What follows belongs to an exercise in optimizing a design on an open flow for small area and a short achievable clock period; a production flow would make more cautious choices.
At most, simulation tests tie the RTL to the original design; equivalence was not proved.
Only the layout flow was run in run 2; the RTL was not checked for function there.

==> flow/design.v (outline; a module is shown in full before it is edited, if it fits) <==
// module top: 1741 lines
// module fa: 4 lines
// module ha: 4 lines
module top (input logic clk, rst,
            input logic enable, din,
            input logic signed [10:0] x,
            output logic signed [11:0] q,
            output logic spike);
  // ...
==> flow/flow/run.sh <==
#!/bin/bash
# Standard ORFS layout (the standard.sh), with timing repair aimed at a
# setup slack of 8.3 ns at the design's 12 ns clock, so that the resizer keeps
# improving paths that already meet 12 ns.  Logs: standard.log and orfs/logs.
set -euo pipefail
bash standard.sh SETUP_SLACK_MARGIN=8.3 TNS_END_PERCENT=30 BUFFER_PORTS_ARGS="-buffer_cell sky130_fd_sc_hd__buf_2" finish > standard.log 2>&1
==> flow/standard.sh <==
#!/bin/bash
# synth_recipe.tcl (not shown) runs the flow's synth.tcl, then flattens the netlist and writes it again
# the make line also repeats each setting of config.mk as NAME=value (left out here)
make -C /OpenROAD-flow-scripts/flow DESIGN_CONFIG=/design/flow/config.mk WORK_HOME=/design/flow/orfs CLKGATE_MAP_FILE= SYNTH_SCRIPT=/design/flow/synth_recipe.tcl "${@:-finish}"
==> flow/config.mk <==
export PLATFORM = sky130hd
export DESIGN_NAME = top
export DESIGN_NICKNAME = top
export VERILOG_FILES = /design/flow/design.v
export SDC_FILE = /design/flow/constraint.sdc
export NUM_CORES = 4
export LEC_CHECK = 0
export ABC_AREA = 1
export CAP_MARGIN = 20
export CORE_MARGIN = 2
export CORE_UTILIZATION = 55
export PLACE_DENSITY = 0.65
export SETUP_SLACK_MARGIN = 5
export SLEW_MARGIN = 20
export SYNTH_HIERARCHICAL = 1
export SYNTH_MINIMUM_KEEP_SIZE = 0
==> flow/constraint.sdc <==
create_clock -name core_clock -period 12.0 [get_ports {clk}]
set_input_delay 2.4000 -clock core_clock [delete_from_list [all_inputs] [get_ports {clk}]]
set_output_delay 2.4000 -clock core_clock [all_outputs]
set_load 0.01 [all_outputs]
==> reports/qor.yml, run 1 <==
logic_synthesis:
  combinational_family_with_the_most_area_after_synthesis: "adder cells"
  mappedNetlistArea_um2: 29810
  synth_top_area_cell: "sky130_fd_sc_hd__dfxtp_1"
  synth.top_cells.by_area: "sky130_fd_sc_hd__dfxtp_1 (27%), sky130_fd_sc_hd__fa_1 (24%), sky130_fd_sc_hd__ha_1 (13%)"
  synth_xor_area_share_pct: 0.4113
  post_synth_fa_ha_maj_area_fraction_pct: 36.88
cells_and_area:
  layout_stage_area_growth_over_the_synthesis_result_pct: 12.99
  core_occupancy_in_the_finished_layout_pct: 62.71
  layout.clock.cell_area_share_pct: 4.718
  post-route-cell-area_um2: 33680
  seq_share_pct: 24.43
  final_nets: 4168
  fraction_of_final_layout_cells_with_drive_strength_greater_than_1_pct: 12.34
  buffers_excl_clock: 88
place:
  io_buffer_count: 27
critical_path:
  worst-endpoint-arrival_ns: 4.18
  crit_path_end: "p[11]$_SDFF_PP0_"
  critical-path-max-stage-delay_ns: 0.58
  worst-path-max-fanout: 10
  critical_path.reg2reg.endpoint: "p[11]$_SDFF_PP0_"
  critical_path.reg2reg.startpoint: "bop[1]$_DFF_P_"
  worst_setup_path_end_kind: "flop"
timing:
  fmax_mhz: 267.9
  grt_setup_unrepaired: "true"
  timing.clock.skew_ns: 0.02056
grt:
  maximum_number_of_pins_on_one_net_before_global_route_repair: 86
die:
  initial_core_utilization_pct: 55.51
run_status:
  run_status: "no timing/DRC/antenna violations"
==> inputs of run 2 (changes only) <==
--- a/flow/design.v
+++ b/flow/design.v
@@ -521,17 +521,16 @@
 logic [4:0] bop;
 logic [4:0] bon;
 logic [4:0] btp;
 logic [4:0] btn;
 logic [10:0] z0;
 logic [10:0] z1;
 logic [10:0] z2;
 logic [10:0] z3;
-logic [10:0] z0n;
 logic [11:0] r5;
 logic pm_0_s;
 logic pm_0_c;
 logic pm_1_s;
 logic pm_1_c;
 logic pm_2_s;
 logic pm_2_c;
 logic pm_3_s;
@@ -1317,17 +1316,17 @@
 assign btp_n[3] = ~tb[8] & tb[7] & tb[6];
 assign btn_n[3] = tb[8] & ~tb[7] & ~tb[6];
 assign bop_n[4] = ~tb[10] & (tb[9] ^ tb[8]);
 assign bon_n[4] = tb[10] & (tb[9] ^ tb[8]);
 assign btp_n[4] = ~tb[10] & tb[9] & tb[8];
 assign btn_n[4] = tb[10] & ~tb[9] & ~tb[8];
 assign zs = {y2a[10], y2a};
 assign za = {z0[10], z0, 1'b0};
-assign zb = ~{z0n[10], z0n, 1'b1};
+assign zb = za;
 assign pp0[0] = (bop[0] & za[1]) | (bon[0] & ~za[1]) | (btp[0] & za[0]) | (btn[0] & ~za[0]);
 assign pp0[1] = (bop[0] & za[2]) | (bon[0] & ~za[2]) | (btp[0] & za[1]) | (btn[0] & ~za[1]);
 assign pp0[2] = (bop[0] & za[3]) | (bon[0] & ~za[3]) | (btp[0] & za[2]) | (btn[0] & ~za[2]);
 assign pp0[3] = (bop[0] & za[4]) | (bon[0] & ~za[4]) | (btp[0] & za[3]) | (btn[0] & ~za[3]);
 assign pp0[4] = (bop[0] & za[5]) | (bon[0] & ~za[5]) | (btp[0] & za[4]) | (btn[0] & ~za[4]);
 assign pp0[5] = (bop[0] & za[6]) | (bon[0] & ~za[6]) | (btp[0] & za[5]) | (btn[0] & ~za[5]);
 assign pp0[6] = (bop[0] & za[7]) | (bon[0] & ~za[7]) | (btp[0] & za[6]) | (btn[0] & ~za[6]);
 assign pp0[7] = (bop[0] & za[8]) | (bon[0] & ~za[8]) | (btp[0] & za[7]) | (btn[0] & ~za[7]);
@@ -1397,24 +1396,22 @@
   btn <= btn_n;
 end
 always_ff @(posedge clk) begin
   if (rst) begin
     z0 <= 11'd0;
     z1 <= 11'd0;
     z2 <= 11'd0;
     z3 <= 11'd0;
-    z0n <= 11'd2047;
     r5 <= 12'd3414;
   end else begin
     z0 <= y2a;
     z1 <= z0;
     z2 <= z1;
     z3 <= z2;
-    z0n <= ~y2a;
     r5 <= r5_n;
   end
 end
 ha pm_0 (.a(pp0[6]), .b(pp1[4]), .s(pm_0_s), .co(pm_0_c));
 ha pm_1 (.a(pp0[7]), .b(pp1[5]), .s(pm_1_s), .co(pm_1_c));
 fa pm_2 (.a(pp0[8]), .b(pp1[6]), .c(pp2[4]), .s(pm_2_s), .co(pm_2_c));
 ha pm_3 (.a(pp3[2]), .b(pp4[0]), .s(pm_3_s), .co(pm_3_c));
 assign pm_4_s = 1'b1 ^ pp0[9] ^ pp1[7];
==> flow/config.mk (replaced) <==
export PLATFORM = sky130hd
export DESIGN_NAME = top
export DESIGN_NICKNAME = top
export VERILOG_FILES = /design/flow/design.v
export SDC_FILE = /design/flow/constraint.sdc
export NUM_CORES = 4
export LEC_CHECK = 0
export ABC_AREA = 1
export CAP_MARGIN = 20
export CORE_MARGIN = 2
export CORE_UTILIZATION = 40
export SETUP_SLACK_MARGIN = 5
export SLEW_MARGIN = 60
export SYNTH_HIERARCHICAL = 1
export SYNTH_MINIMUM_KEEP_SIZE = 0
==> run 2 against run 1 <==
Compared with the run above:
- final area rose by 0.13%
- utilization fell by 16 points
- die area rose by 35%
- critical path type unchanged
- highest routed layer unchanged
==> reports/qor.yml, run 2 <==
timing:
  setup_viol_count_final: 0  # unchanged
  totalNegativeSetupSlack_ns: 0  # unchanged
  hold_viol_final: 0  # unchanged
  grt_setup_unrepaired: "true"  # unchanged
  layout_setup_ws_ns: 8.329  # was 8.267 ns
  final.period_utilization_pct: 30.59  # was 31.11%
  final_period_minus_worst_setup_slack_ns: 3.671  # was 3.733 ns
  worst_slew_pin_slew_ns: 0.6503  # was 0.6140 ns
  final.hold.worst_slack_ns: 0.3991  # was 0.4009 ns
  fmax_mhz: 272.4  # was 267.9 MHz
  timing.clock.skew_ns: 0.03914  # was 0.02056 ns
  max-slew-margin-rel_pct: 56.39  # was 58.75%
  report.final.slew_viol_count: 0  # unchanged
clock_tree:
  clockRootBuffer: "sky130_fd_sc_hd__clkbuf_16"  # unchanged
  h-tree-depth: 2  # unchanged
  worstSkewPairLatency_ns: 0.61  # was 0.58 ns
  postCtsHoldBufs: 0  # unchanged
  tritoncts_buffers: 45  # was 47
  cts.sink_count: 392  # was 403
  cts-root-to-sink-buffers: 3  # unchanged
  clkTransAtPathRegs_ns: 0.06  # about the same
  tritoncts_clock_tree: "done"  # unchanged
die:
  fp.dieArea_um2: 75670  # was 56080 µm²
  floorplan.io_pins: 28  # unchanged
  initial_core_utilization_pct: 40.36  # was 55.51%
  die_height_um: 275.1  # was 236.8 µm
  fp.coreArea_um2: 72830  # was 53710 µm²
  rows: 99  # was 85
  die_x_um: 275.1  # was 236.8 µm
logic_synthesis:
  avg_synthesized_cell_area_um2: 8.689  # was 8.732 µm²
  synth.top_cells.by_area: "sky130_fd_sc_hd__dfxtp_1 (27%), sky130_fd_sc_hd__fa_1 (24%), sky130_fd_sc_hd__ha_1 (13%)"  # unchanged
  synth_top_area_cell: "sky130_fd_sc_hd__dfxtp_1"  # unchanged
  synth_most_common_cell: "sky130_fd_sc_hd__inv_1"  # unchanged
  netlist_instances: 3383  # was 3414
  postSynthRegisterBits: 392  # was 403
  synth_top_cell_area_share_pct: 26.70  # was 27.06%
  post_synth_most_frequent_cells: "sky130_fd_sc_hd__inv_1 (495), sky130_fd_sc_hd__nand2_1 (459), sky130_fd_sc_hd__dfxtp_1 (392), sky130_fd_sc_hd__fa_1 (356), sky130_fd_sc_hd__nor2_1 (326)"  # was sky130_fd_sc_hd__inv_1 (517), sky130_fd_sc_hd__nand2_1 (463), sky130_fd_sc_hd__dfxtp_1 (403), sky130_fd_sc_hd__fa_1 (356), sky130_fd_sc_hd__a21oi_1 (330)
  mappedNetlistArea_um2: 29400  # was 29810 µm²
  synth_seq_area_share_pct: 26.70  # was 27.06%
  async_s_r_ff_share_synth_pct: 0  # unchanged
  synth_enable_flop_cells: 0  # unchanged
  yosys_cell_types: 48  # was 55
  synthesis.yosys.warnings: 7  # unchanged
  postSynth.topFlopCell: "sky130_fd_sc_hd__dfxtp_1"  # unchanged
drt:
  detail_route.first_pass.iterations: 5  # unchanged
  routedWlPerCell_um: 16.28  # was 16.88 µm
  postRouteWirelength_um: 72590  # was 71240 µm
  dr_vias: 22440  # was 22860
  drt_drc_violations_left: 0  # unchanged
  avgViaCountPerCell: 5.034  # was 5.415
  drt_antenna_net_count: 0  # unchanged
  detailedRoute.firstIterationViolations: 1610  # was 1569
hold_path:
  worst_hold_path_type: "reg -> reg"  # unchanged
  min_delay_path_depth: 2  # unchanged
  origin_of_the_worst_min_delay_path: "z2[10]$_SDFF_PP0_"  # was z2[6]$_SDFF_PP0_
  min_delay_worst_endpoint: "z3[10]$_SDFF_PP0_"  # was z3[6]$_SDFF_PP0_
critical_path:
  worst-endpoint-arrival_ns: 4.13  # was 4.18 ns
  timing.setup.critical_path_class: "reg -> reg"  # unchanged
  worst-path-max-fanout: 10  # unchanged
  cp_required_ns: 12.46  # was 12.45 ns
  critical_path.reg2reg.startpoint: "z0[6]$_SDFF_PP0_"  # was bop[1]$_DFF_P_
  startpoint_type: "flop"  # unchanged
  worst_setup_path_end_kind: "flop"  # unchanged
  setup.reg_to_reg.worst_slack_ns: 8.33  # was 8.27 ns
  critical_path.reg2reg.endpoint: "p[11]$_SDFF_PP0_"  # unchanged
  number_of_cells_on_the_worst_reg_to_reg_path: 15  # was 14
cells_and_area:
  final_common_cell: "sky130_fd_sc_hd__inv_1"  # unchanged
  final_nets: 4143  # was 4168
  final_cells: 4458  # was 4221
  layout_top_registers: "h1: 21 flops, h2: 21 flops, v47: 19 flops"  # unchanged
  fraction_of_final_layout_cells_with_drive_strength_greater_than_1_pct: 13.18  # was 12.34%
  layout_stage_area_growth_over_the_synthesis_result_pct: 14.73  # was 12.99%
  core_occupancy_in_the_finished_layout_pct: 46.30  # was 62.71%
  antennaDiodeCount: 0  # unchanged
  mostFrequentLayoutCells: "sky130_fd_sc_hd__inv_1 (485), sky130_fd_sc_hd__nand2_1 (444), sky130_fd_sc_hd__fa_1 (344)"  # was sky130_fd_sc_hd__inv_1 (507), sky130_fd_sc_hd__nand2_1 (450), sky130_fd_sc_hd__fa_1 (351)
grt:
  grt_overflow_total: 0  # unchanged
  maximum_number_of_pins_on_one_net_before_global_route_repair: 83  # was 86
  track_usage_pct: 19.14  # was 25.90%
  grt_pass1_wl_um: 115000  # was 116600 µm
  grt_antenna_before_repair: 0  # unchanged
  number_of_global_route_vias_before_repair: 21790  # was 22910
place:
  place.gp.congestion: 0.8637  # was 0.8901
  io_buffer_count: 27  # unchanged
  post_place_cells: 4303  # was 4077
  hpwl_um: 54550  # was 54590 µm
  placement.setup.worst_slack_ns: 7.648  # was 7.255 ns
job:
  cap_viol_max_count: 0  # unchanged
run_status:
  run_status: "no timing/DRC/antenna violations"  # unchanged
-- run 2: cell types whose count changed after synthesis, moves of 6 or more --
cell	before	now
sky130_fd_sc_hd__o21a_1	25	19
sky130_fd_sc_hd__nand3_1	95	102
sky130_fd_sc_hd__dfxtp_1	403	392
sky130_fd_sc_hd__a21oi_1	330	323
sky130_fd_sc_hd__clkbuf_1	60	71
sky130_fd_sc_hd__inv_1	517	495
sky130_fd_sc_hd__nor2_1	313	326
sky130_fd_sc_hd__o21bai_1	16	9
-- run 2: through the flow --
stage | instance area [µm²]
finish | 33730
global route | 33730
CTS | 32400
detailed placement | 30660
global placement | 30570
floorplan | 29480
-- run 2: repair_timing --
item / in CTS / in global routing
setup endpoints to repair: 35 / 73
gates resized for setup: 55 / 222
buffers inserted: 10 / 61
pin swaps: 6 / 65
-- run 2: worst max-delay path, stage by stage (launching register included) --
cell                        delay (ns)
sky130_fd_sc_hd__dfxtp_4          0.42
sky130_fd_sc_hd__nand2_1          0.07
sky130_fd_sc_hd__o21ai_0          0.07
sky130_fd_sc_hd__o211ai_1         0.14
sky130_fd_sc_hd__fa_1             0.54
sky130_fd_sc_hd__fa_1             0.57
sky130_fd_sc_hd__fa_1             0.46
sky130_fd_sc_hd__ha_4             0.30
sky130_fd_sc_hd__a21oi_4          0.18
sky130_fd_sc_hd__o21ai_2          0.07
sky130_fd_sc_hd__a21oi_2          0.15
sky130_fd_sc_hd__nor2_2           0.06
sky130_fd_sc_hd__a2111oi_2        0.24
sky130_fd_sc_hd__nand2_2          0.11
sky130_fd_sc_hd__nor2_2           0.10
sky130_fd_sc_hd__nor3b_2          0.05
-- run 2: area by class of cell --
| type | instances | area (µm²) |
|---|---|---|
| clock buffers | 61 | 1276 |
| clock inverters | 22 | 249.0 |
| fillers | 7057 | 39110 |
| inverters | 505 | 1923 |
| multi-input cells | 2413 | 20170 |
| flip-flops and latches | 392 | 8006 |
| well taps | 959 | 1200 |
| repair buffers | 106 | 902.1 |
-- run 2: layer usage --
layer  share of wire [%]  global-route usage [%]
met1                  49                   27.55
met2                  45                   30.42
met3                 4.5                   2.627
met4                 2.2                   4.566
met5                   0                       0
-- run 2: logic make-up (layout without fill, tap and decap cells) --
kind of cell / Yosys count / after routing / synth area share, %
XOR/XNOR: 18 / 18 / 0.5363
AND/OR/NAND/NOR: 993 / 993 / 14.11
flip-flops: 392 / 392 / 26.70
AO/OA/AOI/OAI: 735 / 735 / 13.85
adder cells (fa/ha/maj): 665 / 665 / 37.40
other: 1 / 2 / 0.01276
buffers and inverters: 579 / 694 / 7.393
-- run 2: modules after synthesis, one instance, submodules excluded --
module	cells	copies in the design	flip-flops and latches
fa	1	348	0
ha	1	73	0
top	2962	1	392
-- run 2: how the worst max path moves through the flow --
stage	start	endpoint	slack [ns]
floorplan	x[3]	w33[15]$_SDFF_PP0_	8.07
global placement	rst	p[0]$_SDFF_PP0_	7.24
detailed placement	x[0]	w33[15]$_SDFF_PP0_	7.65
CTS	bon[0]$_DFF_P_	p[11]$_SDFF_PP0_	8.17
global route	z0[5]$_SDFF_PP0_	p[11]$_SDFF_PP0_	8.14
finish	z0[6]$_SDFF_PP0_	p[11]$_SDFF_PP0_	8.33

re-timing with driven ports:
In the flow no input, the clock included, has a driving cell. The finished layouts below were timed again as built, in two steps.
Step 1, drivers: a clkbuf_16 drives clk and a buf_2 each remaining input, both assumed.
Step 2, shift: input delay + t, output delay - t, t = (earliest + latest rising clock arrival at the registers) / 2. This alone moves slack from input paths to output paths.
Slacks: no drivers / after step 1 / after step 2; pairs: no drivers / after step 1.
run | shift t [ns] | slack for setup (ns) | clock arrival spread, ns | worst data-port slew with drivers (ns) | cell pins on the clock port's net
run 1 | 0.629 | 8.267 / 8.267 / 7.793 | 0.022 / 0.022 | 0.04 | 1
run 2 | 0.649 | 8.329 / 8.329 / 7.709 | 0.039 / 0.039 | 0.07 | 1
After both steps setup and hold are still met in every run listed. The setup slack of run 2, which loses most, moves by 0.000 ns with the drivers and by -0.620 ns with both steps.
